Source: an optimization exercise on an open RTL-to-GDS flow (aim: small area, a short achievable clock period and few clock cycles). Production flows keep margins and buffers that such runs may drop.
Only simulation tests tie the RTL to the original design; equivalence was not proved.
No activity file was given, so power comes from the tool's default toggle rates.

$ cat design/flow/config.mk
export PLATFORM = sky130hd
export DESIGN_NAME = c6_eval
export DESIGN_NICKNAME = c6_eval
export VERILOG_FILES = /design/flow/design.v
export SDC_FILE = /design/flow/constraint.sdc
export NUM_CORES = 4
export LEC_CHECK = 0
export CAP_MARGIN = 20
export CELL_PAD_IN_SITES_DETAIL_PLACEMENT = 2
export CELL_PAD_IN_SITES_GLOBAL_PLACEMENT = 4
export CORE_MARGIN = 2
export CORE_UTILIZATION = 25
export SLEW_MARGIN = 20
$ cat design/flow/constraint.sdc
create_clock -name core_clock -period 10.0 [get_ports {clk}]
set_input_delay 2.0000 -clock core_clock [delete_from_list [all_inputs] [get_ports {clk}]]
set_output_delay 2.0000 -clock core_clock [all_outputs]
set_load 0.01 [all_outputs]
$ cat design/flow/design.v
module weightMemory(
	input clk,
	input zero,
	input WRITE,
	input [2:0] Xloc,
	input [2:0] Yloc,
	input [3:0] weight,
	output [36*27-1:0] cnt
);
	reg [2:0] c [0:323];
	genvar k;
	generate
		for (k = 0; k < 324; k = k + 1) begin : g_cnt
			localparam integer CELL = k / 9;
			localparam integer CAT  = k % 9;
			wire inc = WRITE && (Yloc == CELL / 6) && (Xloc == CELL % 6) && (weight == CAT);
			always @(posedge clk) begin
				if (zero) c[k] <= 3'd0;
				else if (inc) c[k] <= c[k] + 3'd1;
			end
			assign cnt[3*k +: 3] = c[k];
		end
	endgenerate
endmodule
module pointCal(
	input clk,
	input reset,
	input phA,
	input phC,
	input turn,
	input [36*27-1:0] cntV,
	input [36*27-1:0] cntH,
	input [36*27-1:0] cntNE,
	input [36*27-1:0] cntNW,
	output reg [4:0] XlocClick,
	output reg [4:0] YlocClick
);
	localparam W1 = 0, W2 = 1, W3 = 2, W4 = 3, W5 = 4, t1 = 5, t2 = 6, t3 = 7, T = 8;
	wire [3:0] tot [0:8][0:35];
	wire [35:0] candA [0:8];
	wire [35:0] candB [0:8];
	wire [8:0] nzB;
	reg  [35:0] cand [0:8];
	reg  [8:0] has;
	genvar c, i;
	generate
		for (c = 0; c < 9; c = c + 1) begin : g_cat
			for (i = 0; i < 36; i = i + 1) begin : g_cell
				assign tot[c][i] = cntV[(i*9+c)*3 +: 3] + cntH[(i*9+c)*3 +: 3]
				                 + cntNE[(i*9+c)*3 +: 3] + cntNW[(i*9+c)*3 +: 3];
			end
			wire [35:0] b3, b2, b1, b0;
			for (i = 0; i < 36; i = i + 1) begin : g_bits
				assign b3[i] = tot[c][i][3];
				assign b2[i] = tot[c][i][2];
				assign b1[i] = tot[c][i][1];
				assign b0[i] = tot[c][i][0];
			end
			wire any3 = |b3;
			wire [35:0] k3 = any3 ? b3 : {36{1'b1}};
			wire any2 = |(k3 & b2);
			assign candA[c] = any2 ? (k3 & b2) : k3;
			wire any1 = |(cand[c] & b1);
			wire [35:0] k1 = any1 ? (cand[c] & b1) : cand[c];
			wire any0 = |(k1 & b0);
			assign candB[c] = any0 ? (k1 & b0) : k1;
			assign nzB[c] = |(b3 | b2 | b1 | b0);
			always @(posedge clk) begin
				cand[c] <= phA ? candA[c] : candB[c];
				has[c] <= nzB[c];
			end
		end
	endgenerate
	reg [8:0] sel;
	always @(*) begin
		sel = 9'd0;
		if (has[W5]) sel[W5] = 1'b1;
		else if (!turn && has[W4]) sel[W4] = 1'b1;
		else if (has[T]) sel[T] = 1'b1;
		else if (has[W4]) sel[W4] = 1'b1;
		else if (has[W3]) sel[W3] = 1'b1;
		else if (has[t3]) sel[t3] = 1'b1;
		else if (has[W2]) sel[W2] = 1'b1;
		else if (has[t2]) sel[t2] = 1'b1;
		else if (has[W1]) sel[W1] = 1'b1;
		else if (has[t1]) sel[t1] = 1'b1;
	end
	reg [35:0] row;
	integer q;
	always @(*) begin
		row = 36'd0;
		for (q = 0; q < 9; q = q + 1)
			row = row | (cand[q] & {36{sel[q]}});
	end
	reg [2:0] fx, fy;
	integer yy, xx;
	always @(*) begin
		fx = 3'd3;
		fy = 3'd3;
		for (yy = 5; yy >= 0; yy = yy - 1)
			for (xx = 5; xx >= 0; xx = xx - 1)
				if (row[yy*6+xx]) begin
					fx = xx[2:0];
					fy = yy[2:0];
				end
	end
	always @(posedge clk or posedge reset) begin
		if (reset) begin
			XlocClick <= 5'd0;
			YlocClick <= 5'd0;
		end else if (phC) begin
			XlocClick <= {2'b00, fx};
			YlocClick <= {2'b00, fy};
		end
	end
endmodule
module c6_eval(
	input clk,
	input rst_n,
	input clear,
	input weV,
	input [4:0] xV,
	input [4:0] yV,
	input [3:0] wV,
	input weH,
	input [4:0] xH,
	input [4:0] yH,
	input [3:0] wH,
	input weNE,
	input [4:0] xNE,
	input [4:0] yNE,
	input [3:0] wNE,
	input weNW,
	input [4:0] xNW,
	input [4:0] yNW,
	input [3:0] wNW,
	input start,
	input turn,
	output reg done,
	output [4:0] xClick,
	output [4:0] yClick
	);
	reg zero_r;
	reg [3:0] we_r;
	reg [2:0] xV_r, yV_r, xH_r, yH_r, xNE_r, yNE_r, xNW_r, yNW_r;
	reg [3:0] wV_r, wH_r, wNE_r, wNW_r;
	reg st_r, phA, phB, phC;
	always @(posedge clk or negedge rst_n) begin
		if (!rst_n) begin
			zero_r <= 1'b1;
			we_r <= 4'd0;
			st_r <= 1'b0;
			phA <= 1'b0;
			phB <= 1'b0;
			phC <= 1'b0;
			done <= 1'b0;
		end else begin
			zero_r <= clear;
			we_r <= {weNW, weNE, weH, weV};
			st_r <= start;
			phA <= st_r;
			phB <= phA;
			phC <= phB;
			if (start) done <= 1'b0;
			else if (phC) done <= 1'b1;
		end
	end
	always @(posedge clk) begin
		xV_r <= xV[2:0];  yV_r <= yV[2:0];  wV_r <= wV;
		xH_r <= xH[2:0];  yH_r <= yH[2:0];  wH_r <= wH;
		xNE_r <= xNE[2:0]; yNE_r <= yNE[2:0]; wNE_r <= wNE;
		xNW_r <= xNW[2:0]; yNW_r <= yNW[2:0]; wNW_r <= wNW;
	end
	wire [36*27-1:0] cntV, cntH, cntNE, cntNW;
	weightMemory Verticle_Data_wM(
		.clk(clk), .zero(zero_r), .WRITE(we_r[0]),
		.Xloc(xV_r), .Yloc(yV_r), .weight(wV_r), .cnt(cntV));
	weightMemory Horizontal_Data_wM(
		.clk(clk), .zero(zero_r), .WRITE(we_r[1]),
		.Xloc(xH_r), .Yloc(yH_r), .weight(wH_r), .cnt(cntH));
	weightMemory North_East_Data_wM(
		.clk(clk), .zero(zero_r), .WRITE(we_r[2]),
		.Xloc(xNE_r), .Yloc(yNE_r), .weight(wNE_r), .cnt(cntNE));
	weightMemory North_West_Data_wM(
		.clk(clk), .zero(zero_r), .WRITE(we_r[3]),
		.Xloc(xNW_r), .Yloc(yNW_r), .weight(wNW_r), .cnt(cntNW));
	pointCal Calculation_Clicking_Point(
		.clk(clk), .reset(~rst_n), .phA(phA), .phC(phC), .turn(turn),
		.cntV(cntV), .cntH(cntH), .cntNE(cntNE), .cntNW(cntNW),
		.XlocClick(xClick), .YlocClick(yClick));
endmodule
$ cat design/flow/run.sh
#!/bin/bash
# synth_recipe.tcl (not shown) runs the flow's synth.tcl, then flattens the netlist and writes it again
# the make line also repeats each setting of config.mk as NAME=value (left out here)
make -C /OpenROAD-flow-scripts/flow DESIGN_CONFIG=/design/flow/config.mk WORK_HOME=/design/flow/orfs CLKGATE_MAP_FILE= SYNTH_SCRIPT=/design/flow/synth_recipe.tcl finish
==> summary.txt <==
Outcome
  • Status: timing/DRC/antenna clean

Placed design
  • DP HPWL: 1,050,000 µm
  • Port bufs: 55
  • Final GP Congestion: 0.913

Pwr
  • Leak: 123 nW
  • Pwr/cell area: 146 mW/mm²
  • Peak VDD IR: 0.000125 V

Timing
  • Relative slew slack: 21.1%
  • Worst Max-Slew Pin Slew: 1.18 ns
  • Setup TNS: 0 ns
  • RSZ-0062 raised after global routing: no
  • Max Transition Viols Final: 0
  • Final number of setup-violating endpoints: 0
  • Min Tclk post-route: 6.17 ns
  • Fmax: 162 MHz
  • Fin crit share: 61.7%
  • Clock Skews: 0.102 ns
  • Final hold vios: 0

Flow run
  • Max cap viols: 0

Clock tree
  • CTS tree: yes
  • Postcts setup bufs: 0
  • Total clock sinks: 4,277
  • TritonCTS Buffers: 614
  • Hold-fix buffers, CTS: 0
  • Reg clk slew, reported paths: 0.07 ns
  • Clock root cell: clkbuf_16
  • Resized Gates After CTS: 0
  • Clock latency on the worst-skew pair: 1.18 ns
  • H-tree levels: 6
  • Clock tree buffer depth: 5

Drt
  • DR WL/cell: 33.6 µm
  • First-pass iteration count of the detailed router: 6
  • Vias/cell: 5.02
  • WL final: 1,370,000 µm
  • Vias: 205,000
  • DRC violations left: 0
  • Routed Antenna Nets: 0
  • Starting DRC count in detailed routing: 14,600

Finish
  • Filler cells: 111,000
  • Most frequent cells in the layout: dfxtp_1, nor2_1, nand2_1, nand3_1
  • FF/Latch Area: 0.0857 mm²
  • Most common cell after layout, fill and taps aside: dfxtp_1
  • Layout cell share with drive strength beyond 1: 6.78%
  • Multi-input gate area: 0.157 mm²
  • Util after Layout: 28.9%
  • Layout area overhead: 15.4%
  • Nets: 30,800

Yosys
  • Synth warn: 5
  • Flops & latches, synth: 4,277
  • Register area share after synthesis: 34.0%
  • Cells after Synth: 27,000
  • Mapped Area: 0.252 mm²
  • Most used DFF post-synth: dfxtp_1
  • Syn_area_per_cell: 9.33 µm²
  • Fraction of registers with async set/reset: 0.374%
  • Post-synth EDFFs: 0
  • Cell variety after synth: 103

Setup path
  • Largest delay share family, worst path: simple AND/OR/NAND/NOR gates
  • CP cell instances: fa_1 -> fa_1 -> ha_1 -> fa_1 -> xor3_1 -> nand4_1 -> or4b_1 -> and4b_1 -> nor2_1 -> o21ai_2 -> buf_4 -> a22oi_1 -> a21oi_1 -> a21bo_2
  • Cell at the slowest stage of the critical path: o21ai_2
  • WP data required: 11.06 ns
  • CP endpoint kind: register
  • Worst path bufs/invs: 1
  • CP Launch Type: register
  • Crit Path Max Fanout: 19
  • Largest stage delay on the critical path: 0.91 ns
  • Worst EP arrival: 7.23 ns
  • Kind of critical path: register to register
  • Critical Path Most Common Cell: fa_1

Global routing
  • M2 GR Usage: 41.4%
  • Largest net degree at the start of global routing: 170
  • GRT met3 Usage: 3.29%
  • Global-route wire length before repair: 1,860,000 µm
  • Busiest grt layer: met2
  • GRT Util Overall: 26.4%
  • Initial antenna violation count: 251
  • Remaining global-route overflow: 0
  • Vias in the first global route: 217,000
  • GR met1 Demand/Resource: 36.6%

Die
  • Die Wd: 1010 µm
  • Die height: 1010 µm
  • Core area: 1.00 mm²
  • Initial core utilization: 25.1%
  • I/O pins: 76
  • Num rows: 368
  • Die area: 1.02 mm²

Worst hold path
  • HP Class: register to register
-- cells by family after synthesis --
group | synth area share [%]
fa+ha+maj | 25.1
simple gates | 16.9
compound gates | 7.98
mux | 0.254
buf+inv | 4.07
other cells | 0.00149
flops | 34.0
xor+xnor | 11.7
-- routing by layer --
| layer | routed length [µm] | vias to the layer above | part of all wire, % |
|---|---|---|---|
| met5 | 146 | - | 0.011 |
| met4 | 61300 | 20 | 4.5 |
| met3 | 58700 | 1468 | 4.3 |
| met2 | 611000 | 4823 | 45 |
| met1 | 639000 | 108000 | 47 |
| li1 | - | 90300 | - |
-- final timing paths --
kind	start	end	slack [ns]	depth (start not counted)
setup / recovery	North_East_Data_wM.c[91][1]$_SDFFE_PP0P_	Calculation_Clicking_Point.cand[1][15]$_DFF_P_	3.83	14
hold / removal	phB$_DFF_PN0_	phC$_DFF_PN0_	0.35	0
setup reg to reg	North_East_Data_wM.c[91][1]$_SDFFE_PP0P_	Calculation_Clicking_Point.cand[1][15]$_DFF_P_	3.83	14
hold reg to reg	phB$_DFF_PN0_	phC$_DFF_PN0_	0.35	0
max in group asynchronous	rst_n	phA$_DFF_PN0_	8.28	2
min in group asynchronous	rst_n	we_r[3]$_DFF_PN0_	0.94	2
-- flip-flops by register name (all words and copies together) (netlist names), 3 cells and up --
signal,count
Calculation_Clicking_Point.XlocClick,3
Calculation_Clicking_Point.YlocClick,3
Calculation_Clicking_Point.cand,324
Calculation_Clicking_Point.has,9
Horizontal_Data_wM.c,972
North_East_Data_wM.c,972
North_West_Data_wM.c,972
Verticle_Data_wM.c,972
wH_r,4
wNE_r,4
wNW_r,4
wV_r,4
we_r,4
xH_r,3
xNE_r,3
xNW_r,3
xV_r,3
yH_r,3
yNE_r,3
yNW_r,3
yV_r,3
-- synthesized netlist by cell type, types with 40 or more instances --
master | n | area share [%]
o22ai_1 | 134 | 0.33
nor2b_1 | 106 | 0.26
xnor3_1 | 138 | 1.2
o21ai_0 | 447 | 0.89
a22oi_1 | 319 | 0.95
buf_2 | 48 | 0.095
inv_1 | 1312 | 2.0
nand3_1 | 2416 | 4.8
a221oi_1 | 71 | 0.25
xor2_1 | 1600 | 5.6
or2_2 | 60 | 0.15
xnor2_1 | 1322 | 4.6
nor4_1 | 366 | 0.91
o211ai_1 | 137 | 0.41
nand2_1 | 2882 | 4.3
nor2_1 | 3314 | 4.9
mux2i_1 | 64 | 0.25
nor3_1 | 119 | 0.24
nand4_1 | 191 | 0.47
o211a_1 | 68 | 0.27
buf_1 | 108 | 0.16
o32ai_1 | 74 | 0.26
and2_1 | 52 | 0.13
ha_1 | 1944 | 9.7
a21oi_1 | 1537 | 3.1
clkbuf_1 | 1198 | 1.8
a22o_1 | 89 | 0.31
fa_1 | 1944 | 15
a31oi_1 | 40 | 0.099
dfxtp_1 | 4261 | 34
-- per-stage QoR --
step	cell area [µm²]	setup WS [ns]	instances	power, mW	hold WS [ns]
6_report	290000	3.83	40800	42.4	0.349
5_1_grt	290000	3.62	40700	43.8	0.361
4_1_cts	290000	3.92	40700	43.1	0.355
3_5_place_dp	270000	3.16	39600	20.2	0.342
3_3_place_gp	270000	3.35	39600	20.2	0.336
2_1_floorplan	252000	5.73	27000	18.6	0.331
-- report_power, final --
| part | internal [mW] | switching [mW] | total [mW] |
|---|---|---|---|
| logic | 0.457 | 1.62 | 2.08 |
| registers | 17.2 | 0.560 | 17.7 |
| clock network | 13.2 | 9.37 | 22.5 |
-- area by class of cell --
type / instances / area share [%]
well taps: 13300 / 5.74
inverters: 1313 / 1.70
clock inverters: 140 / 0.585
multi-input cells: 20000 / 54.1
diodes: 133 / 0.115
repair buffers: 672 / 1.92
flip-flops and latches: 4277 / 29.5
clock buffers: 938 / 6.31
Testbench counts, summed over its fixed seeds: cycles 8,016.

[re-timing with driven ports]
The flow's constraints put no driver on any port. The routed layout listed below was extracted and timed again, unchanged, in two steps. Step 1 sets driving cells, clkbuf_16 on the clock port and buf_2 on the other inputs (assumed; they add their load-dependent delay and slew). Step 2, shift: input delay + t, output delay - t, t = (earliest + latest rising clock arrival at the registers) / 2. This alone moves slack from input paths to output paths. a / b / c = no drivers / after step 1 / after step 2; a / b = the first two.
shift t [ns]: 1.277
slack for setup (ns): 3.828 / 3.828 / 2.958
worst data-port slew with drivers (ns): 0.27
After both steps setup and hold are still met in this run. For this run, drivers alone change the setup slack by 0.000 ns; drivers and shift together by -0.870 ns.
